Source: an optimization exercise on an open RTL-to-GDS flow (aim: small area). Production flows keep margins and buffers that such runs may drop.
RTL that was checked went through simulation tests only; none was proved equivalent to the original.
For run 3, only the layout was checked, not whether the RTL still works.
Power is estimated from default activity; no workload was simulated.

<file path="design/flow/constraint.sdc">
create_clock -name core_clock -period 45.0 [get_ports {clk}]
set_input_delay 9.0000 -clock core_clock [delete_from_list [all_inputs] [get_ports {clk}]]
set_output_delay 9.0000 -clock core_clock [all_outputs]
set_load 0.01 [all_outputs]
</file>
<file path="design/flow/design.v">
module VE_BPP (x1, x2, one, two, pp);
	input  logic x1, x2, one, two;
	output logic pp;
	assign pp = (one & x1) | (two & x2);
endmodule
module VE_Scalar (a, b, imm, sMul, sAdd, sSub, sMov, y);
	input  logic [20:0] a;     
	input  logic [20:0] b;     
	input  logic [7:0] imm;
	input  logic sMul, sAdd, sSub, sMov;
	output logic [20:0] y;
	logic [22:0] bb;
	assign bb = {2'b00, b[20:1] & {20{sMul}}, (b[0] & sMul) | sAdd | sSub};
	logic one0, two0, neg0;
	logic [20:0] xa0;
	assign one0 = bb[0] ^ 1'b0;
	assign two0 = (bb[1] & ~bb[0] & ~1'b0) | (~bb[1] & bb[0] & 1'b0);
	assign neg0 = bb[1] & ~(bb[0] & 1'b0);
	assign xa0 = a[20:0] ^ {21{neg0}};
	logic p0_0; VE_BPP up0_0 (xa0[0], neg0, one0, two0, p0_0);
	logic p0_1; VE_BPP up0_1 (xa0[1], xa0[0], one0, two0, p0_1);
	logic p0_2; VE_BPP up0_2 (xa0[2], xa0[1], one0, two0, p0_2);
	logic p0_3; VE_BPP up0_3 (xa0[3], xa0[2], one0, two0, p0_3);
	logic p0_4; VE_BPP up0_4 (xa0[4], xa0[3], one0, two0, p0_4);
	logic p0_5; VE_BPP up0_5 (xa0[5], xa0[4], one0, two0, p0_5);
	logic p0_6; VE_BPP up0_6 (xa0[6], xa0[5], one0, two0, p0_6);
	logic p0_7; VE_BPP up0_7 (xa0[7], xa0[6], one0, two0, p0_7);
	logic p0_8; VE_BPP up0_8 (xa0[8], xa0[7], one0, two0, p0_8);
	logic p0_9; VE_BPP up0_9 (xa0[9], xa0[8], one0, two0, p0_9);
	logic p0_10; VE_BPP up0_10 (xa0[10], xa0[9], one0, two0, p0_10);
	logic p0_11; VE_BPP up0_11 (xa0[11], xa0[10], one0, two0, p0_11);
	logic p0_12; VE_BPP up0_12 (xa0[12], xa0[11], one0, two0, p0_12);
	logic p0_13; VE_BPP up0_13 (xa0[13], xa0[12], one0, two0, p0_13);
	logic p0_14; VE_BPP up0_14 (xa0[14], xa0[13], one0, two0, p0_14);
	logic p0_15; VE_BPP up0_15 (xa0[15], xa0[14], one0, two0, p0_15);
	logic p0_16; VE_BPP up0_16 (xa0[16], xa0[15], one0, two0, p0_16);
	logic p0_17; VE_BPP up0_17 (xa0[17], xa0[16], one0, two0, p0_17);
	logic p0_18; VE_BPP up0_18 (xa0[18], xa0[17], one0, two0, p0_18);
	logic p0_19; VE_BPP up0_19 (xa0[19], xa0[18], one0, two0, p0_19);
	logic p0_20; VE_BPP up0_20 (xa0[20], xa0[19], one0, two0, p0_20);
	logic one1, two1, neg1;
	logic [18:0] xa1;
	assign one1 = bb[2] ^ bb[1];
	assign two1 = (bb[3] & ~bb[2] & ~bb[1]) | (~bb[3] & bb[2] & bb[1]);
	assign neg1 = bb[3] & ~(bb[2] & bb[1]);
	assign xa1 = a[18:0] ^ {19{neg1}};
	logic p1_0; VE_BPP up1_0 (xa1[0], neg1, one1, two1, p1_0);
	logic p1_1; VE_BPP up1_1 (xa1[1], xa1[0], one1, two1, p1_1);
	logic p1_2; VE_BPP up1_2 (xa1[2], xa1[1], one1, two1, p1_2);
	logic p1_3; VE_BPP up1_3 (xa1[3], xa1[2], one1, two1, p1_3);
	logic p1_4; VE_BPP up1_4 (xa1[4], xa1[3], one1, two1, p1_4);
	logic p1_5; VE_BPP up1_5 (xa1[5], xa1[4], one1, two1, p1_5);
	logic p1_6; VE_BPP up1_6 (xa1[6], xa1[5], one1, two1, p1_6);
	logic p1_7; VE_BPP up1_7 (xa1[7], xa1[6], one1, two1, p1_7);
	logic p1_8; VE_BPP up1_8 (xa1[8], xa1[7], one1, two1, p1_8);
	logic p1_9; VE_BPP up1_9 (xa1[9], xa1[8], one1, two1, p1_9);
	logic p1_10; VE_BPP up1_10 (xa1[10], xa1[9], one1, two1, p1_10);
	logic p1_11; VE_BPP up1_11 (xa1[11], xa1[10], one1, two1, p1_11);
	logic p1_12; VE_BPP up1_12 (xa1[12], xa1[11], one1, two1, p1_12);
	logic p1_13; VE_BPP up1_13 (xa1[13], xa1[12], one1, two1, p1_13);
	logic p1_14; VE_BPP up1_14 (xa1[14], xa1[13], one1, two1, p1_14);
	logic p1_15; VE_BPP up1_15 (xa1[15], xa1[14], one1, two1, p1_15);
	logic p1_16; VE_BPP up1_16 (xa1[16], xa1[15], one1, two1, p1_16);
	logic p1_17; VE_BPP up1_17 (xa1[17], xa1[16], one1, two1, p1_17);
	logic p1_18; VE_BPP up1_18 (xa1[18], xa1[17], one1, two1, p1_18);
	logic one2, two2, neg2;
	logic [16:0] xa2;
	assign one2 = bb[4] ^ bb[3];
	assign two2 = (bb[5] & ~bb[4] & ~bb[3]) | (~bb[5] & bb[4] & bb[3]);
	assign neg2 = bb[5] & ~(bb[4] & bb[3]);
	assign xa2 = a[16:0] ^ {17{neg2}};
	logic p2_0; VE_BPP up2_0 (xa2[0], neg2, one2, two2, p2_0);
	logic p2_1; VE_BPP up2_1 (xa2[1], xa2[0], one2, two2, p2_1);
	logic p2_2; VE_BPP up2_2 (xa2[2], xa2[1], one2, two2, p2_2);
	logic p2_3; VE_BPP up2_3 (xa2[3], xa2[2], one2, two2, p2_3);
	logic p2_4; VE_BPP up2_4 (xa2[4], xa2[3], one2, two2, p2_4);
	logic p2_5; VE_BPP up2_5 (xa2[5], xa2[4], one2, two2, p2_5);
	logic p2_6; VE_BPP up2_6 (xa2[6], xa2[5], one2, two2, p2_6);
	logic p2_7; VE_BPP up2_7 (xa2[7], xa2[6], one2, two2, p2_7);
	logic p2_8; VE_BPP up2_8 (xa2[8], xa2[7], one2, two2, p2_8);
	logic p2_9; VE_BPP up2_9 (xa2[9], xa2[8], one2, two2, p2_9);
	logic p2_10; VE_BPP up2_10 (xa2[10], xa2[9], one2, two2, p2_10);
	logic p2_11; VE_BPP up2_11 (xa2[11], xa2[10], one2, two2, p2_11);
	logic p2_12; VE_BPP up2_12 (xa2[12], xa2[11], one2, two2, p2_12);
	logic p2_13; VE_BPP up2_13 (xa2[13], xa2[12], one2, two2, p2_13);
	logic p2_14; VE_BPP up2_14 (xa2[14], xa2[13], one2, two2, p2_14);
	logic p2_15; VE_BPP up2_15 (xa2[15], xa2[14], one2, two2, p2_15);
	logic p2_16; VE_BPP up2_16 (xa2[16], xa2[15], one2, two2, p2_16);
	logic one3, two3, neg3;
	logic [14:0] xa3;
	assign one3 = bb[6] ^ bb[5];
	assign two3 = (bb[7] & ~bb[6] & ~bb[5]) | (~bb[7] & bb[6] & bb[5]);
	assign neg3 = bb[7] & ~(bb[6] & bb[5]);
	assign xa3 = a[14:0] ^ {15{neg3}};
	logic p3_0; VE_BPP up3_0 (xa3[0], neg3, one3, two3, p3_0);
	logic p3_1; VE_BPP up3_1 (xa3[1], xa3[0], one3, two3, p3_1);
	logic p3_2; VE_BPP up3_2 (xa3[2], xa3[1], one3, two3, p3_2);
	logic p3_3; VE_BPP up3_3 (xa3[3], xa3[2], one3, two3, p3_3);
	logic p3_4; VE_BPP up3_4 (xa3[4], xa3[3], one3, two3, p3_4);
	logic p3_5; VE_BPP up3_5 (xa3[5], xa3[4], one3, two3, p3_5);
	logic p3_6; VE_BPP up3_6 (xa3[6], xa3[5], one3, two3, p3_6);
	logic p3_7; VE_BPP up3_7 (xa3[7], xa3[6], one3, two3, p3_7);
	logic p3_8; VE_BPP up3_8 (xa3[8], xa3[7], one3, two3, p3_8);
	logic p3_9; VE_BPP up3_9 (xa3[9], xa3[8], one3, two3, p3_9);
	logic p3_10; VE_BPP up3_10 (xa3[10], xa3[9], one3, two3, p3_10);
	logic p3_11; VE_BPP up3_11 (xa3[11], xa3[10], one3, two3, p3_11);
	logic p3_12; VE_BPP up3_12 (xa3[12], xa3[11], one3, two3, p3_12);
	logic p3_13; VE_BPP up3_13 (xa3[13], xa3[12], one3, two3, p3_13);
	logic p3_14; VE_BPP up3_14 (xa3[14], xa3[13], one3, two3, p3_14);
	logic one4, two4, neg4;
	logic [12:0] xa4;
	assign one4 = bb[8] ^ bb[7];
	assign two4 = (bb[9] & ~bb[8] & ~bb[7]) | (~bb[9] & bb[8] & bb[7]);
	assign neg4 = bb[9] & ~(bb[8] & bb[7]);
	assign xa4 = a[12:0] ^ {13{neg4}};
	logic p4_0; VE_BPP up4_0 (xa4[0], neg4, one4, two4, p4_0);
	logic p4_1; VE_BPP up4_1 (xa4[1], xa4[0], one4, two4, p4_1);
	logic p4_2; VE_BPP up4_2 (xa4[2], xa4[1], one4, two4, p4_2);
	logic p4_3; VE_BPP up4_3 (xa4[3], xa4[2], one4, two4, p4_3);
	logic p4_4; VE_BPP up4_4 (xa4[4], xa4[3], one4, two4, p4_4);
	logic p4_5; VE_BPP up4_5 (xa4[5], xa4[4], one4, two4, p4_5);
	logic p4_6; VE_BPP up4_6 (xa4[6], xa4[5], one4, two4, p4_6);
	logic p4_7; VE_BPP up4_7 (xa4[7], xa4[6], one4, two4, p4_7);
	logic p4_8; VE_BPP up4_8 (xa4[8], xa4[7], one4, two4, p4_8);
	logic p4_9; VE_BPP up4_9 (xa4[9], xa4[8], one4, two4, p4_9);
	logic p4_10; VE_BPP up4_10 (xa4[10], xa4[9], one4, two4, p4_10);
	logic p4_11; VE_BPP up4_11 (xa4[11], xa4[10], one4, two4, p4_11);
	logic p4_12; VE_BPP up4_12 (xa4[12], xa4[11], one4, two4, p4_12);
	logic one5, two5, neg5;
	logic [10:0] xa5;
	assign one5 = bb[10] ^ bb[9];
	assign two5 = (bb[11] & ~bb[10] & ~bb[9]) | (~bb[11] & bb[10] & bb[9]);
	assign neg5 = bb[11] & ~(bb[10] & bb[9]);
	assign xa5 = a[10:0] ^ {11{neg5}};
	logic p5_0; VE_BPP up5_0 (xa5[0], neg5, one5, two5, p5_0);
	logic p5_1; VE_BPP up5_1 (xa5[1], xa5[0], one5, two5, p5_1);
	logic p5_2; VE_BPP up5_2 (xa5[2], xa5[1], one5, two5, p5_2);
	logic p5_3; VE_BPP up5_3 (xa5[3], xa5[2], one5, two5, p5_3);
	logic p5_4; VE_BPP up5_4 (xa5[4], xa5[3], one5, two5, p5_4);
	logic p5_5; VE_BPP up5_5 (xa5[5], xa5[4], one5, two5, p5_5);
	logic p5_6; VE_BPP up5_6 (xa5[6], xa5[5], one5, two5, p5_6);
	logic p5_7; VE_BPP up5_7 (xa5[7], xa5[6], one5, two5, p5_7);
	logic p5_8; VE_BPP up5_8 (xa5[8], xa5[7], one5, two5, p5_8);
	logic p5_9; VE_BPP up5_9 (xa5[9], xa5[8], one5, two5, p5_9);
	logic p5_10; VE_BPP up5_10 (xa5[10], xa5[9], one5, two5, p5_10);
	logic one6, two6, neg6;
	logic [8:0] xa6;
	assign one6 = bb[12] ^ bb[11];
	assign two6 = (bb[13] & ~bb[12] & ~bb[11]) | (~bb[13] & bb[12] & bb[11]);
	assign neg6 = bb[13] & ~(bb[12] & bb[11]);
	assign xa6 = a[8:0] ^ {9{neg6}};
	logic p6_0; VE_BPP up6_0 (xa6[0], neg6, one6, two6, p6_0);
	logic p6_1; VE_BPP up6_1 (xa6[1], xa6[0], one6, two6, p6_1);
	logic p6_2; VE_BPP up6_2 (xa6[2], xa6[1], one6, two6, p6_2);
	logic p6_3; VE_BPP up6_3 (xa6[3], xa6[2], one6, two6, p6_3);
	logic p6_4; VE_BPP up6_4 (xa6[4], xa6[3], one6, two6, p6_4);
	logic p6_5; VE_BPP up6_5 (xa6[5], xa6[4], one6, two6, p6_5);
	logic p6_6; VE_BPP up6_6 (xa6[6], xa6[5], one6, two6, p6_6);
	logic p6_7; VE_BPP up6_7 (xa6[7], xa6[6], one6, two6, p6_7);
	logic p6_8; VE_BPP up6_8 (xa6[8], xa6[7], one6, two6, p6_8);
	logic one7, two7, neg7;
	logic [6:0] xa7;
	assign one7 = bb[14] ^ bb[13];
	assign two7 = (bb[15] & ~bb[14] & ~bb[13]) | (~bb[15] & bb[14] & bb[13]);
	assign neg7 = bb[15] & ~(bb[14] & bb[13]);
	assign xa7 = a[6:0] ^ {7{neg7}};
	logic p7_0; VE_BPP up7_0 (xa7[0], neg7, one7, two7, p7_0);
	logic p7_1; VE_BPP up7_1 (xa7[1], xa7[0], one7, two7, p7_1);
	logic p7_2; VE_BPP up7_2 (xa7[2], xa7[1], one7, two7, p7_2);
	logic p7_3; VE_BPP up7_3 (xa7[3], xa7[2], one7, two7, p7_3);
	logic p7_4; VE_BPP up7_4 (xa7[4], xa7[3], one7, two7, p7_4);
	logic p7_5; VE_BPP up7_5 (xa7[5], xa7[4], one7, two7, p7_5);
	logic p7_6; VE_BPP up7_6 (xa7[6], xa7[5], one7, two7, p7_6);
	logic one8, two8, neg8;
	logic [4:0] xa8;
	assign one8 = bb[16] ^ bb[15];
	assign two8 = (bb[17] & ~bb[16] & ~bb[15]) | (~bb[17] & bb[16] & bb[15]);
	assign neg8 = bb[17] & ~(bb[16] & bb[15]);
	assign xa8 = a[4:0] ^ {5{neg8}};
	logic p8_0; VE_BPP up8_0 (xa8[0], neg8, one8, two8, p8_0);
	logic p8_1; VE_BPP up8_1 (xa8[1], xa8[0], one8, two8, p8_1);
	logic p8_2; VE_BPP up8_2 (xa8[2], xa8[1], one8, two8, p8_2);
	logic p8_3; VE_BPP up8_3 (xa8[3], xa8[2], one8, two8, p8_3);
	logic p8_4; VE_BPP up8_4 (xa8[4], xa8[3], one8, two8, p8_4);
	logic one9, two9, neg9;
	logic [2:0] xa9;
	assign one9 = bb[18] ^ bb[17];
	assign two9 = (bb[19] & ~bb[18] & ~bb[17]) | (~bb[19] & bb[18] & bb[17]);
	assign neg9 = bb[19] & ~(bb[18] & bb[17]);
	assign xa9 = a[2:0] ^ {3{neg9}};
	logic p9_0; VE_BPP up9_0 (xa9[0], neg9, one9, two9, p9_0);
	logic p9_1; VE_BPP up9_1 (xa9[1], xa9[0], one9, two9, p9_1);
	logic p9_2; VE_BPP up9_2 (xa9[2], xa9[1], one9, two9, p9_2);
	logic one10, two10, neg10;
	logic [0:0] xa10;
	assign one10 = bb[20] ^ bb[19];
	assign two10 = (bb[21] & ~bb[20] & ~bb[19]) | (~bb[21] & bb[20] & bb[19]);
	assign neg10 = bb[21] & ~(bb[20] & bb[19]);
	assign xa10 = a[0:0] ^ {1{neg10}};
	logic p10_0; VE_BPP up10_0 (xa10[0], neg10, one10, two10, p10_0);
	logic n0; assign n0 = (imm[0] & (sAdd | sMov)) | (~imm[0] & sSub);
	logic n1; assign n1 = (imm[1] & (sAdd | sMov)) | (~imm[1] & sSub);
	logic n2; assign n2 = (imm[2] & (sAdd | sMov)) | (~imm[2] & sSub);
	logic n3; assign n3 = (imm[3] & (sAdd | sMov)) | (~imm[3] & sSub);
	logic n4; assign n4 = (imm[4] & (sAdd | sMov)) | (~imm[4] & sSub);
	logic n5; assign n5 = (imm[5] & (sAdd | sMov)) | (~imm[5] & sSub);
	logic n6; assign n6 = (imm[6] & (sAdd | sMov)) | (~imm[6] & sSub);
	logic n7; assign n7 = (imm[7] & (sAdd | sMov)) | (~imm[7] & sSub);
	logic s8, c8; VE_FA us8 (p0_0, neg0, n0, s8, c8);
	logic s9, c10; assign s9 = sSub ^ s8; assign c10 = sSub & s8;
	assign y[0] = s9;
	logic s11, c11; VE_FA us11 (p0_1, n1, c8, s11, c11);
	logic s12, c13; assign s12 = c10 ^ s11; assign c13 = c10 & s11;
	assign y[1] = s12;
	logic s14, c14; VE_FA us14 (p0_2, p1_0, neg1, s14, c14);
	logic s15, c15; VE_FA us15 (n2, c11, c13, s15, c15);
	logic s16, c17; assign s16 = s14 ^ s15; assign c17 = s14 & s15;
	assign y[2] = s16;
	logic s18, c18; VE_FA us18 (p0_3, p1_1, n3, s18, c18);
	logic s19, c19; VE_FA us19 (c14, c15, c17, s19, c19);
	logic s20, c21; assign s20 = s18 ^ s19; assign c21 = s18 & s19;
	assign y[3] = s20;
	logic s22, c22; VE_FA us22 (p0_4, p1_2, p2_0, s22, c22);
	logic s23, c23; VE_FA us23 (neg2, n4, c18, s23, c23);
	logic s24, c24; VE_FA us24 (c19, c21, s22, s24, c24);
	logic s25, c26; assign s25 = s23 ^ s24; assign c26 = s23 & s24;
	assign y[4] = s25;
	logic s27, c27; VE_FA us27 (p0_5, p1_3, p2_1, s27, c27);
	logic s28, c28; VE_FA us28 (n5, c22, c23, s28, c28);
	logic s29, c29; VE_FA us29 (c24, c26, s27, s29, c29);
	logic s30, c31; assign s30 = s28 ^ s29; assign c31 = s28 & s29;
	assign y[5] = s30;
	logic s32, c32; VE_FA us32 (p0_6, p1_4, p2_2, s32, c32);
	logic s33, c33; VE_FA us33 (p3_0, neg3, n6, s33, c33);
	logic s34, c34; VE_FA us34 (c27, c28, c29, s34, c34);
	logic s35, c35; VE_FA us35 (c31, s32, s33, s35, c35);
	logic s36, c37; assign s36 = s34 ^ s35; assign c37 = s34 & s35;
	assign y[6] = s36;
	logic s38, c38; VE_FA us38 (p0_7, p1_5, p2_3, s38, c38);
	logic s39, c39; VE_FA us39 (p3_1, n7, c32, s39, c39);
	logic s40, c40; VE_FA us40 (c33, c34, c35, s40, c40);
	logic s41, c41; VE_FA us41 (c37, s38, s39, s41, c41);
	logic s42, c43; assign s42 = s40 ^ s41; assign c43 = s40 & s41;
	assign y[7] = s42;
	logic s44, c44; VE_FA us44 (p0_8, p1_6, p2_4, s44, c44);
	logic s45, c45; VE_FA us45 (p3_2, p4_0, neg4, s45, c45);
	logic s46, c46; VE_FA us46 (sSub, c38, c39, s46, c46);
	logic s47, c47; VE_FA us47 (c40, c41, c43, s47, c47);
	logic s48, c48; VE_FA us48 (s44, s45, s46, s48, c48);
	logic s49, c50; assign s49 = s47 ^ s48; assign c50 = s47 & s48;
	assign y[8] = s49;
	logic s51, c51; VE_FA us51 (p0_9, p1_7, p2_5, s51, c51);
	logic s52, c52; VE_FA us52 (p3_3, p4_1, sSub, s52, c52);
	logic s53, c53; VE_FA us53 (c44, c45, c46, s53, c53);
	logic s54, c54; VE_FA us54 (c47, c48, c50, s54, c54);
	logic s55, c55; VE_FA us55 (s51, s52, s53, s55, c55);
	logic s56, c57; assign s56 = s54 ^ s55; assign c57 = s54 & s55;
	assign y[9] = s56;
	logic s58, c58; VE_FA us58 (p0_10, p1_8, p2_6, s58, c58);
	logic s59, c59; VE_FA us59 (p3_4, p4_2, p5_0, s59, c59);
	logic s60, c60; VE_FA us60 (neg5, sSub, c51, s60, c60);
	logic s61, c61; VE_FA us61 (c52, c53, c54, s61, c61);
	logic s62, c62; VE_FA us62 (c55, c57, s58, s62, c62);
	logic s63, c63; VE_FA us63 (s59, s60, s61, s63, c63);
	logic s64, c65; assign s64 = s62 ^ s63; assign c65 = s62 & s63;
	assign y[10] = s64;
	logic s66, c66; VE_FA us66 (p0_11, p1_9, p2_7, s66, c66);
	logic s67, c67; VE_FA us67 (p3_5, p4_3, p5_1, s67, c67);
	logic s68, c68; VE_FA us68 (sSub, c58, c59, s68, c68);
	logic s69, c69; VE_FA us69 (c60, c61, c62, s69, c69);
	logic s70, c70; VE_FA us70 (c63, c65, s66, s70, c70);
	logic s71, c71; VE_FA us71 (s67, s68, s69, s71, c71);
	logic s72, c73; assign s72 = s70 ^ s71; assign c73 = s70 & s71;
	assign y[11] = s72;
	logic s74, c74; VE_FA us74 (p0_12, p1_10, p2_8, s74, c74);
	logic s75, c75; VE_FA us75 (p3_6, p4_4, p5_2, s75, c75);
	logic s76, c76; VE_FA us76 (p6_0, neg6, sSub, s76, c76);
	logic s77, c77; VE_FA us77 (c66, c67, c68, s77, c77);
	logic s78, c78; VE_FA us78 (c69, c70, c71, s78, c78);
	logic s79, c79; VE_FA us79 (c73, s74, s75, s79, c79);
	logic s80, c80; VE_FA us80 (s76, s77, s78, s80, c80);
	logic s81, c82; assign s81 = s79 ^ s80; assign c82 = s79 & s80;
	assign y[12] = s81;
	logic s83, c83; VE_FA us83 (p0_13, p1_11, p2_9, s83, c83);
	logic s84, c84; VE_FA us84 (p3_7, p4_5, p5_3, s84, c84);
	logic s85, c85; VE_FA us85 (p6_1, sSub, c74, s85, c85);
	logic s86, c86; VE_FA us86 (c75, c76, c77, s86, c86);
	logic s87, c87; VE_FA us87 (c78, c79, c80, s87, c87);
	logic s88, c88; VE_FA us88 (c82, s83, s84, s88, c88);
	logic s89, c89; VE_FA us89 (s85, s86, s87, s89, c89);
	logic s90, c91; assign s90 = s88 ^ s89; assign c91 = s88 & s89;
	assign y[13] = s90;
	logic s92, c92; VE_FA us92 (p0_14, p1_12, p2_10, s92, c92);
	logic s93, c93; VE_FA us93 (p3_8, p4_6, p5_4, s93, c93);
	logic s94, c94; VE_FA us94 (p6_2, p7_0, neg7, s94, c94);
	logic s95, c95; VE_FA us95 (sSub, c83, c84, s95, c95);
	logic s96, c96; VE_FA us96 (c85, c86, c87, s96, c96);
	logic s97, c97; VE_FA us97 (c88, c89, c91, s97, c97);
	logic s98, c98; VE_FA us98 (s92, s93, s94, s98, c98);
	logic s99, c99; VE_FA us99 (s95, s96, s97, s99, c99);
	logic s100, c101; assign s100 = s98 ^ s99; assign c101 = s98 & s99;
	assign y[14] = s100;
	logic s102, c102; VE_FA us102 (p0_15, p1_13, p2_11, s102, c102);
	logic s103, c103; VE_FA us103 (p3_9, p4_7, p5_5, s103, c103);
	logic s104, c104; VE_FA us104 (p6_3, p7_1, sSub, s104, c104);
	logic s105, c105; VE_FA us105 (c92, c93, c94, s105, c105);
	logic s106, c106; VE_FA us106 (c95, c96, c97, s106, c106);
	logic s107, c107; VE_FA us107 (c98, c99, c101, s107, c107);
	logic s108, c108; VE_FA us108 (s102, s103, s104, s108, c108);
	logic s109, c109; VE_FA us109 (s105, s106, s107, s109, c109);
	logic s110, c111; assign s110 = s108 ^ s109; assign c111 = s108 & s109;
	assign y[15] = s110;
	logic s112, c112; VE_FA us112 (p0_16, p1_14, p2_12, s112, c112);
	logic s113, c113; VE_FA us113 (p3_10, p4_8, p5_6, s113, c113);
	logic s114, c114; VE_FA us114 (p6_4, p7_2, p8_0, s114, c114);
	logic s115, c115; VE_FA us115 (neg8, sSub, c102, s115, c115);
	logic s116, c116; VE_FA us116 (c103, c104, c105, s116, c116);
	logic s117, c117; VE_FA us117 (c106, c107, c108, s117, c117);
	logic s118, c118; VE_FA us118 (c109, c111, s112, s118, c118);
	logic s119, c119; VE_FA us119 (s113, s114, s115, s119, c119);
	logic s120, c120; VE_FA us120 (s116, s117, s118, s120, c120);
	logic s121, c122; assign s121 = s119 ^ s120; assign c122 = s119 & s120;
	assign y[16] = s121;
	logic s123, c123; VE_FA us123 (p0_17, p1_15, p2_13, s123, c123);
	logic s124, c124; VE_FA us124 (p3_11, p4_9, p5_7, s124, c124);
	logic s125, c125; VE_FA us125 (p6_5, p7_3, p8_1, s125, c125);
	logic s126, c126; VE_FA us126 (sSub, c112, c113, s126, c126);
	logic s127, c127; VE_FA us127 (c114, c115, c116, s127, c127);
	logic s128, c128; VE_FA us128 (c117, c118, c119, s128, c128);
	logic s129, c129; VE_FA us129 (c120, c122, s123, s129, c129);
	logic s130, c130; VE_FA us130 (s124, s125, s126, s130, c130);
	logic s131, c131; VE_FA us131 (s127, s128, s129, s131, c131);
	logic s132, c133; assign s132 = s130 ^ s131; assign c133 = s130 & s131;
	assign y[17] = s132;
	logic s134, c134; VE_FA us134 (p0_18, p1_16, p2_14, s134, c134);
	logic s135, c135; VE_FA us135 (p3_12, p4_10, p5_8, s135, c135);
	logic s136, c136; VE_FA us136 (p6_6, p7_4, p8_2, s136, c136);
	logic s137, c137; VE_FA us137 (p9_0, neg9, sSub, s137, c137);
	logic s138, c138; VE_FA us138 (c123, c124, c125, s138, c138);
	logic s139, c139; VE_FA us139 (c126, c127, c128, s139, c139);
	logic s140, c140; VE_FA us140 (c129, c130, c131, s140, c140);
	logic s141, c141; VE_FA us141 (c133, s134, s135, s141, c141);
	logic s142, c142; VE_FA us142 (s136, s137, s138, s142, c142);
	logic s143, c143; VE_FA us143 (s139, s140, s141, s143, c143);
	logic s144, c145; assign s144 = s142 ^ s143; assign c145 = s142 & s143;
	assign y[18] = s144;
	logic s146, c146; VE_FA us146 (p0_19, p1_17, p2_15, s146, c146);
	logic s147, c147; VE_FA us147 (p3_13, p4_11, p5_9, s147, c147);
	logic s148, c148; VE_FA us148 (p6_7, p7_5, p8_3, s148, c148);
	logic s149, c149; VE_FA us149 (p9_1, sSub, c134, s149, c149);
	logic s150, c150; VE_FA us150 (c135, c136, c137, s150, c150);
	logic s151, c151; VE_FA us151 (c138, c139, c140, s151, c151);
	logic s152, c152; VE_FA us152 (c141, c142, c143, s152, c152);
	logic s153, c153; VE_FA us153 (c145, s146, s147, s153, c153);
	logic s154, c154; VE_FA us154 (s148, s149, s150, s154, c154);
	logic s155, c155; VE_FA us155 (s151, s152, s153, s155, c155);
	logic s156, c157; assign s156 = s154 ^ s155; assign c157 = s154 & s155;
	assign y[19] = s156;
	logic s158, c158; VE_FA us158 (p0_20, p1_18, p2_16, s158, c158);
	logic s159, c159; VE_FA us159 (p3_14, p4_12, p5_10, s159, c159);
	logic s160, c160; VE_FA us160 (p6_8, p7_6, p8_4, s160, c160);
	logic s161, c161; VE_FA us161 (p9_2, p10_0, sSub, s161, c161);
	logic s162, c162; VE_FA us162 (c146, c147, c148, s162, c162);
	logic s163, c163; VE_FA us163 (c149, c150, c151, s163, c163);
	logic s164, c164; VE_FA us164 (c152, c153, c154, s164, c164);
	logic s165, c165; VE_FA us165 (c155, c157, s158, s165, c165);
	logic s166, c166; VE_FA us166 (s159, s160, s161, s166, c166);
	logic s167, c167; VE_FA us167 (s162, s163, s164, s167, c167);
	logic s168, c168; VE_FA us168 (s165, s166, s167, s168, c168);
	assign y[20] = s168;
endmodule
module VE_FA (a, b, c, s, co);
	input  logic a, b, c;
	output logic s, co;
	assign s = a ^ b ^ c;
	assign co = (a & b) | (a & c) | (b & c);
endmodule
module VE_MXI (a, b, s, y);
	input  logic a, b, s;
	output logic y;
	assign y = ~(s ? b : a);
endmodule
module VE_OUT (q, t, en, bc, y);
	input  logic q, t, en, bc;
	output logic y;
	assign y = q | (t & en) | bc;
endmodule
module VE_Lane (a, b, D, Dn, Mm1, D0, hzd, mDiv, mMul, mAdd, bc, y);
	input  logic [7:0] a;       
	input  logic [7:0] b;       
	input  logic [7:0] D;       
	input  logic [7:0] Dn;      
	input  logic [7:0] Mm1;     
	input  logic [7:0] D0;      
	input  logic [7:0] hzd;     
	input  logic mDiv, mMul, mAdd;
	input  logic [7:0] bc;      
	output logic [7:0] y;
	logic [7:0] q;
	logic [7:0] t0;
	logic [7:0] y0;
	logic ten;
	logic [7:0] r [8:1];
	assign y0 = (b & {8{mAdd}}) | (Mm1 & {8{a[0]}}) | D0;
	assign ten = mMul | mAdd;
	genvar i, j;
	for (i = 7; i >= 0; i = i - 1) begin : row
		localparam int W = 8 - i;
		localparam bit NEG = (i % 2) == 1;
		logic [W-1:0] s, yy, t;
		logic [W:0] c;
		logic xi;
		assign xi = NEG ? ~a[i] : a[i];
		if (i == 7) begin : s7
			assign s = xi;
		end else begin : sn
			assign s = {r[i+1][W-2:0], xi};
		end
		assign c[0] = NEG ? ~mDiv : mDiv;
		for (j = 0; j < W; j = j + 1) begin : bitc
			if (i == 0) assign yy[j] = y0[j];
			else if (NEG) assign yy[j] = Dn[j];
			else assign yy[j] = D[j];
			VE_FA fa (s[j], yy[j], c[j], t[j], c[j+1]);
		end
		assign q[i] = (NEG ? ~c[W] : c[W]) & hzd[i];
		if (i > 0) begin : rn
			logic sel;
			assign sel = (a[i] & mMul) | q[i];
			for (j = 0; j < W; j = j + 1) begin : mx
				VE_MXI m (s[j], t[j], sel, r[i][j]);
			end
			if (W < 8) assign r[i][7:W] = '0;
		end else begin : r0
			assign t0 = t;
		end
	end
	for (j = 0; j < 8; j = j + 1) begin : yo
		VE_OUT o (q[j], t0[j], ten, bc[j], y[j]);
	end
endmodule
module VE_HOLD (p, q, ld, hd, d);
	input  logic p, q, ld, hd;
	output logic d;
	assign d = (p & ld) | (q & hd);
endmodule
module VectorExec(clk, rst, op, imm, r1e, r2e, r1v, r2v, res_e, res_v);
	input logic clk;
	input logic rst;
	input logic [3:0] op;
	input logic [7:0] imm;
	input logic [20:0] r1e;
	input logic [20:0] r2e;
	input logic [191:0] r1v;
	input logic [191:0] r2v;
	output logic [20:0] res_e;
	output logic [191:0] res_v;
	logic en, isS, isV, mBc, mMul, mAdd, mDiv, sMov, sAdd, sSub, sMul;
	assign en   = ~op[3];
	assign sMov = en & (op[2:0] == 3'b000);
	assign mBc  = en & (op[2:0] == 3'b001);
	assign sAdd = en & (op[2:0] == 3'b010);
	assign sSub = en & (op[2:0] == 3'b011);
	assign mMul = en & (op[2:0] == 3'b100);
	assign mAdd = en & (op[2:0] == 3'b101);
	assign mDiv = en & (op[2:0] == 3'b110);
	assign sMul = en & (op[2:0] == 3'b111);
	assign isS = sMov | sAdd | sSub | sMul;
	assign isV = mBc | mMul | mAdd | mDiv;
	logic [7:0] D, Mm1, D0, hzd, bc, m1;
	assign m1 = r2e[7:0] - 8'd1;
	assign Mm1 = m1 & {8{mMul}};
	assign D0 = ~r2e[7:0] & {8{mDiv}};
	assign D = Mm1 | D0;
	assign bc = r2e[7:0] & {8{mBc}};
	genvar k;
	for (k = 0; k < 8; k = k + 1) begin : shc
		assign hzd[k] = mDiv & (r2e[20:8-k] == '0);
	end
	logic [191:0] vres;
	genvar l;
	for (l = 0; l < 24; l = l + 1) begin : lane
		VE_Lane u (.a(r2v[8*l +: 8]), .b(r1v[8*l +: 8]), .D(D), .Dn(~D), .Mm1(Mm1), .D0(D0), .hzd(hzd), .bc(bc),
			.mDiv(mDiv), .mMul(mMul), .mAdd(mAdd), .y(vres[8*l +: 8]));
	end
	logic [20:0] sres;
	VE_Scalar scal (.a(r1e), .b(r2e), .imm(imm), .sMul(sMul), .sAdd(sAdd), .sSub(sSub),
		.sMov(sMov), .y(sres));
	logic [191:0] P;
	logic tE, tV;
	logic [20:0] Re;
	logic [191:0] Rv;
	logic ldE, hdE, ldV, hdV;
	assign ldE = ~rst & tE;
	assign hdE = ~rst & ~tE;
	assign ldV = ~rst & tV;
	assign hdV = ~rst & ~tV;
	logic [20:0] ReD;
	logic [191:0] RvD;
	genvar h;
	for (h = 0; h < 21; h = h + 1) begin : hE
		VE_HOLD u (P[h], Re[h], ldE, hdE, ReD[h]);
	end
	for (h = 0; h < 192; h = h + 1) begin : hV
		VE_HOLD u (P[h], Rv[h], ldV, hdV, RvD[h]);
	end
	always @(posedge clk) begin
		P <= {vres[191:21], (sres & {21{isS}}) | (vres[20:0] & {21{~isS}})};
		tE <= ~rst & isS;
		tV <= ~rst & isV;
		Re <= ReD;
		Rv <= RvD;
	end
	assign res_e = Re;
	assign res_v = Rv;
endmodule
</file>
<file path="design/flow/run.sh">
#!/bin/bash
# synth_recipe.tcl (not shown) runs the flow's synth.tcl, then flattens the netlist and writes it again
# the make line also repeats each setting of config.mk as NAME=value (left out here)
make -C /OpenROAD-flow-scripts/flow DESIGN_CONFIG=/design/flow/config.mk WORK_HOME=/design/flow/orfs CLKGATE_MAP_FILE= SYNTH_SCRIPT=/design/flow/synth_recipe.tcl finish
</file>
<file path="design/flow/config.mk">
export PLATFORM = sky130hd
export DESIGN_NAME = VectorExec
export DESIGN_NICKNAME = VectorExec
export VERILOG_FILES = /design/flow/design.v
export SDC_FILE = /design/flow/constraint.sdc
export NUM_CORES = 8
export LEC_CHECK = 0
export CAP_MARGIN = 20
export CORE_MARGIN = 2
export CORE_UTILIZATION = 55
export PLACE_DENSITY = 0.65
export SLEW_MARGIN = 20
export SYNTH_HIERARCHICAL = 1
export SYNTH_MINIMUM_KEEP_SIZE = 0
</file>
==> run_results.csv, run 1 <==
group,metric,value,unit
logic_synthesis,synth.cell_area,48000,um2
layout,design_area,57800,um2
hold_path,min_delay_path_depth,1,
route,drc,0,
placed_design,hpwl,129000,um
die,die_width,299,um
clock_network,cts_resized,0,
status,run_status,"complete, no violations",
setup_path,cp_common_cell,"fa_1",
die,fp.dieH,299,um
layout,final_layout_size_suffix_gt1_share,6.26,%
placed_design,place.gp.congestion,0.960,
setup_path,rr_startpoint,"tV",
global_route,grt_usage,41.4,%
clock_network,cts_setup_buffers,0,
route,vias,37100,
setup_path,cp-end-kind,"flop",
setup_path,cp_slowest_cell,"clkdlybuf4s50_1",
placed_design,place_ws,15.58,ns
layout,syn_to_final_growth,20.3,%
layout,post-route-util,66.7,%
sta,maxSlewViolCount,0,
clock_network,cts_made_buffers,49,
route,ant_nets,0,
sta,max_freq,34.8,MHz
global_route,grt_pass1_vias,39200,
setup_path,startpoint_type,"input pin",
sta,rsz0062_at_grt,"no",
layout,fillers,6788,
setup_path,critPathArrivalTime,29.32,ns
clock_network,holdBufCountCts,0,
sta,worst_pin_slew,1.12,ns
logic_synthesis,avgSynthCellArea,12.7,um2
die,core.rowCount,108,
clock_network,clock-sinks,407,
die,core,86600,um2
die,dieArea,89700,um2
clock_network,insertion_delay,0.68,ns
global_route,antenna_found_initial,46,
setup_path,required,45.56,ns
sta,setup_tns,0,ns
pwr,p_leak,24.0,nW
sta,hold_ws,0.418,ns
clock_network,htreeDepth,2,
setup_path,crit_path_start,"op[1]",
clock_network,path_clk_slew,0.07,ns
logic_synthesis,synthCells,3786,
global_route,grt-ovfl-total,0,
sta,setup-violations-final,0,
pwr,p_per_area,20.5,nW/um2
route,wire_per_inst,32.5,um
sta,hold_violations,0,
clock_network,cts_root_buffer,"clkbuf_16",
route,finalWirelength,184000,um
layout,num-nets-final,5884,
logic_synthesis,ys_warn_count,10,
setup_path,rr_worst_depth,4,
pwr,peakVddDrop,0.0352,mV
route,drtIter0Drc,3525,
sta,setup_ws,16.24,ns
route,drt_pass1_iterations,5,
setup_path,worstSetupPathType,"in2reg",
route,viasPerCell,6.54,
setup_path,path_max_fanout,30,
sta,relSlewSlack,24.9,%
clock_network,cts_tree,"built",
sta,finalCritPeriodShare,63.9,%
placed_design,dpl-instance-area,55900,um2
sta,fin_crit,28.76,ns
run,drv_cap,0,
die,initial_core_util,55.4,%
placed_design,dp_cells,5540,
sta,fin_worst_skew,0.0394,ns
layout,finalNonFillerCells,5671,
pwr,finalPower,1.19,mW
global_route,grt_pass1_wl,268000,um
hold_path,hold_class,"reg2reg",
placed_design,port-buffer-count,652,
setup_path,slowest_delay,0.79,ns
clock_network,clockBufferDepth,3,
die,num_io_pins,653,
logic_synthesis,synth_nets,5234,
global_route,grt_max_degree,146,
hold_path,hp-start,"P[189]",
==> layout by cell type (no fill, tap or decap), types with 80 or more instances in the layout <==
cell type,n
a22o_1,334
xnor2_1,102
dfxtp_1,407
nor2b_1,97
a211o_1,193
and2_1,109
fa_1,985
a21o_1,168
a221o_1,192
clkdlybuf4s50_1,652
buf_4,80
mux2i_1,672
inv_1,129
==> worst max-delay path: cells and delay by family <==
family | cells | cell delay (ns)
fa+ha+maj | 47 | 17.65
buf+inv | 2 | 1.10
simple gates | 3 | 0.75
xor+xnor | 1 | 0.28
mux | 1 | 0.27
compound gates | 1 | 0.26
==> flip-flops by register name (all words and copies together) (netlist names) <==
signal / cells
tE: 1
P: 192
Re: 21
Rv: 192
tV: 1
==> layer usage <==
| layer | up-vias | global-route usage (%) | wire, um |
|---|---|---|---|
| met5 | - | 0 | 178 |
| li1 | 15200 | - | - |
| met1 | 19100 | 54.4 | 69700 |
| met4 | 24 | 20.6 | 10300 |
| met3 | 500 | 12.4 | 21200 |
| met2 | 2249 | 62.8 | 82800 |
==> final timing paths <==
path                   to  slack [ns]
setup reg to reg   Rv[55]       41.94
hold / removal    Rv[189]        0.42
hold reg to reg   Rv[189]        0.42
setup / recovery    P[20]       16.24
==> report_power, final <==
group / internal, mW / switching, mW
clock: 0.257 / 0.188
combinational: 0.155 / 0.202
sequential: 0.375 / 0.00799
==> cell type report <==
| class | count | area (um2) | area share (%) |
|---|---|---|---|
| Inverter | 133 | 522 | 0.903 |
| Clock buffer | 63 | 1370 | 2.37 |
| Timing Repair Buffer | 736 | 7210 | 12.5 |
| Multi-Input combinational cell | 3109 | 38600 | 66.8 |
| Tap cell | 1155 | 1450 | 2.50 |
| Antenna cell | 41 | 103 | 0.178 |
| Clock inverter | 27 | 384 | 0.665 |
| Sequential cell | 407 | 8150 | 14.1 |
==> run 2, diff against run 1 <==
==> design/flow/flow/run.sh (new file) <==
#!/bin/bash
# Own layout flow: the standard flow (standard.sh) step by step, with
# the port buffers made from the smallest buffer cell instead of the one
# buffer_ports picks by default.  Each step's full output goes to its own
# log file in the work folder.
set -euo pipefail
export BUFFER_PORTS_ARGS="-buffer_cell sky130_fd_sc_hd__buf_1"
bash standard.sh synth > synth.log 2>&1
bash standard.sh floorplan > floorplan.log 2>&1
bash standard.sh place > place.log 2>&1
bash standard.sh cts > cts.log 2>&1
bash standard.sh route > route.log 2>&1
bash standard.sh finish > finish.log 2>&1
==> design/flow/standard.sh (new file) <==
#!/bin/bash
# synth_recipe.tcl (not shown) runs the flow's synth.tcl, then flattens the netlist and writes it again
# the make line also repeats each setting of config.mk as NAME=value (left out here)
make -C /OpenROAD-flow-scripts/flow DESIGN_CONFIG=/design/flow/config.mk WORK_HOME=/design/flow/orfs CLKGATE_MAP_FILE= SYNTH_SCRIPT=/design/flow/synth_recipe.tcl "${@:-finish}"
removed: design/flow/run.sh
==> run 2 against run 1 <==
Worst hold slack better by 0.0070 ns. Register-to-register slack better by 1.3 ns. Clock power is 4% lower. Maximum frequency is 0.95% higher. First-iteration DRC count is 4.3% higher. Critical path type unchanged.
==> run_results.csv, run 2 <==
group,metric,value,unit
hold_path,min_to,"Rv[189]",
clock_network,cts_setup_buffers,0,
global_route,grt_usage,40.5,%
layout,final_layout_size_suffix_gt1_share,6.32,%
sta,fin_crit,28.49,ns
die,dieArea,89700,um2
hold_path,min_delay_path_depth,1,
clock_network,clock-sinks,407,
sta,relSlewSlack,24.9,%
pwr,p_sw,0.392,mW
status,run_status,"complete, no violations",
die,core,86600,um2
layout,design_area,53700,um2
global_route,grt_max_degree,193,
pwr,p_leak,22.3,nW
layout,layout_commonest_cell,"fa_1",
setup_path,path_max_fanout,30,
hold_path,hold_class,"reg2reg",
sta,worst_pin_slew,1.13,ns
global_route,grt_pass1_vias,38500,
logic_synthesis,ys_warn_count,10,
sta,hold_violations,0,
pwr,peakVddDrop,0.0415,mV
setup_path,cp-end-kind,"flop",
hold_path,hp-start,"P[189]",
sta,max_freq,35.1,MHz
setup_path,startpoint_type,"input pin",
pwr,p_per_area,21.1,nW/um2
global_route,grt-ovfl-total,0,
clock_network,path_clk_slew,0.06,ns
layout,largest_registers,"P x192, Rv x192, Re x21",
die,num_io_pins,653,
run,drv_cap,0,
placed_design,dpl-instance-area,51900,um2
placed_design,hpwl,125000,um
setup_path,rr_worst_depth,3,
placed_design,port-buffer-count,652,
logic_synthesis,synth.cell_area,48000,um2
route,vias,37000,
layout,final_cell_mix,"fa_1, mux2i_1, buf_1",
pwr,power_frac_seq,33.8,%
clock_network,cts_root_buffer,"clkbuf_16",
clock_network,holdBufCountCts,0,
sta,maxSlewViolCount,0,
pwr,netSwitchingFraction,34.6,%
sta,setup_ws,16.51,ns
sta,fin_worst_skew,0.0312,ns
route,drc,0,
route,finalWirelength,179000,um
clock_network,cts_tree,"built",
route,drt_pass1_iterations,6,
placed_design,dp_cells,5545,
pwr,combinationalPowerShare,28.7,%
sta,rsz0062_at_grt,"no",
setup_path,cp_common_cell,"fa_1",
global_route,grt_pass1_wl,262000,um
setup_path,r2r_setup_slack,43.20,ns
sta,setup-violations-final,0,
setup_path,worstSetupPathType,"in2reg",
clock_network,htreeDepth,2,
layout,syn_to_final_growth,11.8,%
die,core.rowCount,108,
setup_path,rr_startpoint,"tV",
layout,num-nets-final,5890,
placed_design,place.gp.congestion,0.969,
clock_network,clockBufferDepth,3,
logic_synthesis,synth_nets,5234,
clock_network,cts_resized,0,
setup_path,cp_slowest_cell,"fa_1",
route,viasPerCell,6.52,
route,wire_per_inst,31.7,um
setup_path,slowest_delay,0.56,ns
die,fp.dieH,299,um
sta,setup_tns,0,ns
setup_path,required,45.53,ns
logic_synthesis,synthCells,3786,
pwr,intPower,0.743,mW
clock_network,cts_made_buffers,50,
global_route,antenna_found_initial,34,
setup_path,critPathArrivalTime,29.02,ns
logic_synthesis,avgSynthCellArea,12.7,um2
die,initial_core_util,55.4,%
route,drtIter0Drc,3675,
setup_path,rr_endpoint,"Rv[14]",
route,ant_nets,0,
sta,finalCritPeriodShare,63.3,%
placed_design,place_ws,15.80,ns
layout,finalNonFillerCells,5668,
clock_network,insertion_delay,0.67,ns
die,die_width,299,um
pwr,power_frac_clock,37.5,%
## run 2: cell types whose count changed in the layout (fill, tap and decap cells not counted), sizes merged
cell           previous run  this run
buf                      84       741
bufinv                    7         4
clkbuf                   63        65
clkdlybuf4s50           652         0
clkinv                   12        13
clkinvlp                  2         3
diode                    41        32
## run 2: worst max path at each step
| stage | start | to | slack [ns] |
|---|---|---|---|
| 6_report | op[1] | P[20] | 16.51 |
| 5_1_grt | op[1] | P[20] | 15.68 |
| 4_1_cts | op[1] | P[20] | 16.51 |
| 3_5_place_dp | op[1] | P[20] | 15.80 |
| 3_3_place_gp | op[1] | P[20] | 16.03 |
| 2_1_floorplan | op[3] | P[15] | 6.05 |
## run 2: critical path: cells and delay by family
kind	cells	cell delay, ns
AOI/OAI and AO/OA	1	0.26
xor gates and xnor gates	1	0.28
adders and majority gates	47	17.61
buffers and inverters	2	0.78
muxes	1	0.27
and+or+nand+nor	3	0.78
## run 2: layer usage
| layer | wire length [um] | track usage (%) | part of all wire (%) |
|---|---|---|---|
| met5 | 98 | 0 | 0.055 |
| met3 | 21600 | 14.1 | 12 |
| met4 | 9580 | 18.6 | 5.3 |
| met2 | 79200 | 59.9 | 44 |
| met1 | 69000 | 53.8 | 38 |
## run 2: through the flow
step / util [%] / total power [mW] / hold slack [ns]
after global routing: 61.9 / 1.20 / 0.460
after global placement: 59.9 / 0.702 / 0.435
after detailed placement: 59.9 / 0.712 / 0.440
final: 62.0 / 1.14 / 0.425
after floorplan: - / 0.613 / 0.433
after CTS: 61.9 / 1.14 / 0.419
## run 2: cell type report
type	instances	area [um2]
multi-input combinational	3109	38600
timing repair buffer	741	3170
clock inverter	26	317
antenna	32	80.1
sequential	407	8150
tap	1155	1450
inverter	133	522
fill	7148	33000
clock buffer	65	1380
## run 2: power by group through the flow
stage	clock, mW	combinational, mW	sequential, mW
after floorplan	0	0.224	0.389
after global placement	0	0.311	0.391
after detailed placement	0	0.321	0.391
after CTS	0.433	0.322	0.383
after global routing	0.446	0.366	0.385
final	0.426	0.326	0.383
==> run 3, diff against run 2 <==
--- a/design/flow/design.v
+++ b/design/flow/design.v
@@ -380,37 +380,30 @@
 	output logic y;
 	assign y = ~(s ? b : a);
 endmodule
-module VE_OUT (q, t, en, bc, y);
-	input  logic q, t, en, bc;
-	output logic y;
-	assign y = q | (t & en) | bc;
-endmodule
-module VE_Lane (a, b, D, Dn, Mm1, D0, hzd, mDiv, mMul, mAdd, bc, y);
+module VE_Lane (a, b, D, Dn, Mm, D0, hzd, mDiv, mMul, mAdd, y);
 	input  logic [7:0] a;       
 	input  logic [7:0] b;       
 	input  logic [7:0] D;       
 	input  logic [7:0] Dn;      
-	input  logic [7:0] Mm1;     
+	input  logic [7:0] Mm;      
 	input  logic [7:0] D0;      
 	input  logic [7:0] hzd;     
 	input  logic mDiv, mMul, mAdd;
-	input  logic [7:0] bc;      
 	output logic [7:0] y;
 	logic [7:0] q;
-	logic [7:0] t0;
-	logic [7:0] y0;
-	logic ten;
+	logic [7:0] t0n;
+	logic [7:0] x, y0n;
 	logic [7:0] r [8:1];
-	assign y0 = (b & {8{mAdd}}) | (Mm1 & {8{a[0]}}) | D0;
-	assign ten = mMul | mAdd;
+	assign x = (a & {8{mDiv}}) | (b & {8{mAdd}});
+	assign y0n = ~((a & {8{mAdd}}) | (Mm & {8{a[0]}}) | D0);
 	genvar i, j;
 	for (i = 7; i >= 0; i = i - 1) begin : row
 		localparam int W = 8 - i;
-		localparam bit NEG = (i % 2) == 1;
+		localparam bit NEG = (i % 2) == 0;
 		logic [W-1:0] s, yy, t;
 		logic [W:0] c;
 		logic xi;
-		assign xi = NEG ? ~a[i] : a[i];
+		assign xi = NEG ? ~x[i] : x[i];
 		if (i == 7) begin : s7
 			assign s = xi;
 		end else begin : sn
@@ -418,7 +411,7 @@
 		end
 		assign c[0] = NEG ? ~mDiv : mDiv;
 		for (j = 0; j < W; j = j + 1) begin : bitc
-			if (i == 0) assign yy[j] = y0[j];
+			if (i == 0) assign yy[j] = y0n[j];
 			else if (NEG) assign yy[j] = Dn[j];
 			else assign yy[j] = D[j];
 			VE_FA fa (s[j], yy[j], c[j], t[j], c[j+1]);
@@ -432,12 +425,10 @@
 			end
 			if (W < 8) assign r[i][7:W] = '0;
 		end else begin : r0
-			assign t0 = t;
+			assign t0n = t;
 		end
 	end
-	for (j = 0; j < 8; j = j + 1) begin : yo
-		VE_OUT o (q[j], t0[j], ten, bc[j], y[j]);
-	end
+	assign y = q | ~(t0n | {8{mDiv}});
 endmodule
 module VE_HOLD (p, q, ld, hd, d);
 	input  logic p, q, ld, hd;
@@ -467,20 +458,18 @@
 	assign sMul = en & (op[2:0] == 3'b111);
 	assign isS = sMov | sAdd | sSub | sMul;
 	assign isV = mBc | mMul | mAdd | mDiv;
-	logic [7:0] D, Mm1, D0, hzd, bc, m1;
-	assign m1 = r2e[7:0] - 8'd1;
-	assign Mm1 = m1 & {8{mMul}};
-	assign D0 = ~r2e[7:0] & {8{mDiv}};
-	assign D = Mm1 | D0;
-	assign bc = r2e[7:0] & {8{mBc}};
+	logic [7:0] D, Mm, D0, hzd;
 	genvar k;
 	for (k = 0; k < 8; k = k + 1) begin : shc
+		assign Mm[k] = mMul & r2e[k];
+		assign D0[k] = (mDiv & ~r2e[k]) | (mBc & r2e[k]);
+		assign D[k] = Mm[k] | D0[k];
 		assign hzd[k] = mDiv & (r2e[20:8-k] == '0);
 	end
 	logic [191:0] vres;
 	genvar l;
 	for (l = 0; l < 24; l = l + 1) begin : lane
-		VE_Lane u (.a(r2v[8*l +: 8]), .b(r1v[8*l +: 8]), .D(D), .Dn(~D), .Mm1(Mm1), .D0(D0), .hzd(hzd), .bc(bc),
+		VE_Lane u (.a(r2v[8*l +: 8]), .b(r1v[8*l +: 8]), .D(D), .Dn(~D), .Mm(Mm), .D0(D0), .hzd(hzd),
 			.mDiv(mDiv), .mMul(mMul), .mAdd(mAdd), .y(vres[8*l +: 8]));
 	end
 	logic [20:0] sres;
==> design/flow/run.sh (new file) <==
#!/bin/bash
# synth_recipe.tcl (not shown) runs the flow's synth.tcl, then flattens the netlist and writes it again
# the make line also repeats each setting of config.mk as NAME=value (left out here)
make -C /OpenROAD-flow-scripts/flow DESIGN_CONFIG=/design/flow/config.mk WORK_HOME=/design/flow/orfs CLKGATE_MAP_FILE= SYNTH_SCRIPT=/design/flow/synth_recipe.tcl finish
removed: design/flow/flow/run.sh
removed: design/flow/standard.sh
==> run 3 against run 2 <==
Die area grew 1.2%. Maximum frequency shrank 1.9%. Clock skew shrank 0.013 ns. Sequential power grew 4%. Count of clock-buffer cells in the layout shrank 3. Largest cell class unchanged. Largest power group unchanged.
==> run_results.csv, run 3 <==
group,metric,value,unit
sta,max_freq,34.4,MHz
setup_path,rr_worst_depth,4,
route,drc,0,
logic_synthesis,synth_nets,5515,
global_route,grt-ovfl-total,0,
status,run_status,"complete, no violations",
setup_path,crit_cells,54,
run,drv_cap,0,
setup_path,startpoint_type,"input pin",
clock_network,cts_root_buffer,"clkbuf_16",
route,vias,38200,
setup_path,cp-end-kind,"flop",
pwr,combinationalPowerShare,26.6,%
setup_path,worstSetupPathType,"in2reg",
logic_synthesis,ys_warn_count,10,
global_route,busiest_layer,"met2",
setup_path,rr_endpoint,"Rv[44]",
clock_network,insertion_delay,0.67,ns
setup_path,crit_end,"P[20]",
pwr,power_frac_seq,35.1,%
layout,fillers,7110,
global_route,met1_usage,52.7,%
clock_network,htreeDepth,2,
setup_path,critPathArrivalTime,29.61,ns
placed_design,place_ws,15.30,ns
sta,rsz0062_at_grt,"no",
clock_network,cts_resized,0,
pwr,p_sw,0.376,mW
hold_path,min_delay_path_depth,1,
layout,largest_registers,"P x192, Rv x192, Re x21",
global_route,grt_pass1_wl,267000,um
pwr,p_leak,20.2,nW
setup_path,crit_path_start,"op[3]",
clock_network,holdBufCountCts,0,
die,initial_core_util,55.2,%
placed_design,port-buffer-count,652,
sta,worst_pin_slew,1.04,ns
clock_network,path_clk_slew,0.06,ns
route,drtIter0Drc,3632,
sta,fin_worst_skew,0.0181,ns
logic_synthesis,avgSynthCellArea,11.9,um2
layout,final_cell_mix,"fa_1, mux2i_1, clkdlybuf4s50_1",
die,die_width,301,um
die,dieArea,90700,um2
setup_path,crit_family,"adder cells",
global_route,grt_max_degree,132,
layout,layout_commonest_cell,"fa_1",
die,num_io_pins,653,
sta,finalCritPeriodShare,64.5,%
route,viasPerCell,6.47,
sta,relSlewSlack,30.7,%
pwr,power_frac_clock,38.3,%
clock_network,cts_tree,"built",
sta,setup-violations-final,0,
sta,setup_tns,0,ns
layout,syn_to_final_growth,18.9,%
sta,hold_violations,0,
placed_design,place.gp.congestion,0.952,
die,core.rowCount,109,
die,fp.dieH,301,um
global_route,use_met2,61.7,%
sta,fin_crit,29.05,ns
pwr,peakVddDrop,0.0303,mV
pwr,netSwitchingFraction,33.0,%
logic_synthesis,synth.cell_area,48600,um2
setup_path,worst-path-buf-inv,2,
route,finalWirelength,180000,um
setup_path,r2r_setup_slack,42.66,ns
sta,setup_ws,15.95,ns
global_route,grt_pass1_vias,39800,
global_route,antenna_found_initial,30,
setup_path,slowest_delay,1.10,ns
global_route,grtUsageMet3,11.2,%
logic_synthesis,synthCells,4068,
pwr,intPower,0.763,mW
layout,multi_input_area,38900,um2
sta,maxSlewViolCount,0,
clock_network,clock-sinks,407,
layout,seqCellArea,8150,um2
clock_network,cts_made_buffers,50,
clock_network,cts_setup_buffers,0,
setup_path,cp_common_cell,"fa_1",
setup_path,path_max_fanout,24,
route,ant_nets,0,
layout,final_layout_size_suffix_gt1_share,6.37,%
setup_path,rr_startpoint,"tV",
clock_network,clockBufferDepth,3,
route,drt_pass1_iterations,5,
die,core,88000,um2
global_route,grt_usage,40.3,%
hold_path,hold_class,"reg2reg",
route,wire_per_inst,30.5,um
setup_path,required,45.56,ns
pwr,p_per_area,19.7,nW/um2
placed_design,hpwl,128000,um
setup_path,cp_slowest_cell,"clkdlybuf4s50_1",
layout,num-nets-final,6130,
[run 3: power groups by stage]
stage | logic [mW] | registers [mW] | clock network, mW
after global placement | 0.293 | 0.407 | 0
after detailed placement | 0.299 | 0.407 | 0
after floorplan | 0.179 | 0.404 | 0
after CTS | 0.301 | 0.400 | 0.442
after global routing | 0.332 | 0.402 | 0.453
final | 0.303 | 0.400 | 0.437
[run 3: worst min-delay path by stage]
| stage | from | endpoint | slack, ns |
|---|---|---|---|
| detailed placement | P[173] | Rv[173] | 0.44 |
| global placement | P[69] | Rv[69] | 0.43 |
| CTS | P[148] | Rv[148] | 0.45 |
| global route | P[170] | Rv[170] | 0.46 |
| floorplan | P[100] | Rv[100] | 0.43 |
| finish | P[108] | Rv[108] | 0.45 |
[run 3: worst reg2reg max path: cells and delay by family (launching register included)]
family / cells / cell delay [ns]
AOI/OAI and AO/OA: 1 / 0.30
buffers and inverters: 2 / 1.42
DFF: 1 / 0.38
and+or+nand+nor: 1 / 0.17
[run 3: per-stage QoR]
stage	power (mW)	area (um2)	hold WS (ns)	cells	util, %
6_report	1.14	57800	0.451	5909	65.7
5_1_grt	1.19	57700	0.460	5902	65.6
4_1_cts	1.14	57700	0.453	5889	65.6
3_5_place_dp	0.707	56000	0.439	5796	63.6
3_3_place_gp	0.701	56000	0.434	5796	63.6
2_1_floorplan	0.582	48600	0.433	4068	-
[run 3: cell type report]
cell class	instances	area share (%)
antenna	20	0.0866
clock buffer	62	2.42
clock inverter	31	0.609
inverter	55	0.357
multi-input combinational	3424	67.3
sequential	407	14.1
tap	1165	2.52
timing repair buffer	745	12.6
[run 3: routing by layer]
layer	share of wire, %	wire, um
met2	45	81300
met3	11	19100
met4	5.9	10700
met1	38	68800
met5	0.064	116

==> re-timing with driven ports <==
In the flow no input, the clock included, has a driving cell. The finished layouts below were timed again as built, in two steps. Step 1: set_driving_cell puts a clkbuf_16 on clk and a buf_2 on each other input, an assumption about the parent block. Step 2 moves the port delays by t, midway between the first and last clock arrival at a register: inputs arrive t later, outputs are due t later. That takes back most of the time a late clock gives input paths. Three values: ideal, step 1, step 2; two values: the first two.
run	t (ns)	slack for setup (ns)	slew at the worst register clock pin (ns)	cell pins on the clock port's net
run 1	0.738	16.239 / 16.291 / 15.553	0.07 / 0.07	1
run 2	0.734	16.509 / 16.558 / 15.824	0.07 / 0.07	1
run 3	0.734	15.953 / 15.968 / 15.233	0.07 / 0.07	1
After both steps every run listed still meets setup and hold. For run 3, which loses most, drivers alone change the setup slack by +0.015 ns; drivers and shift together by -0.720 ns.
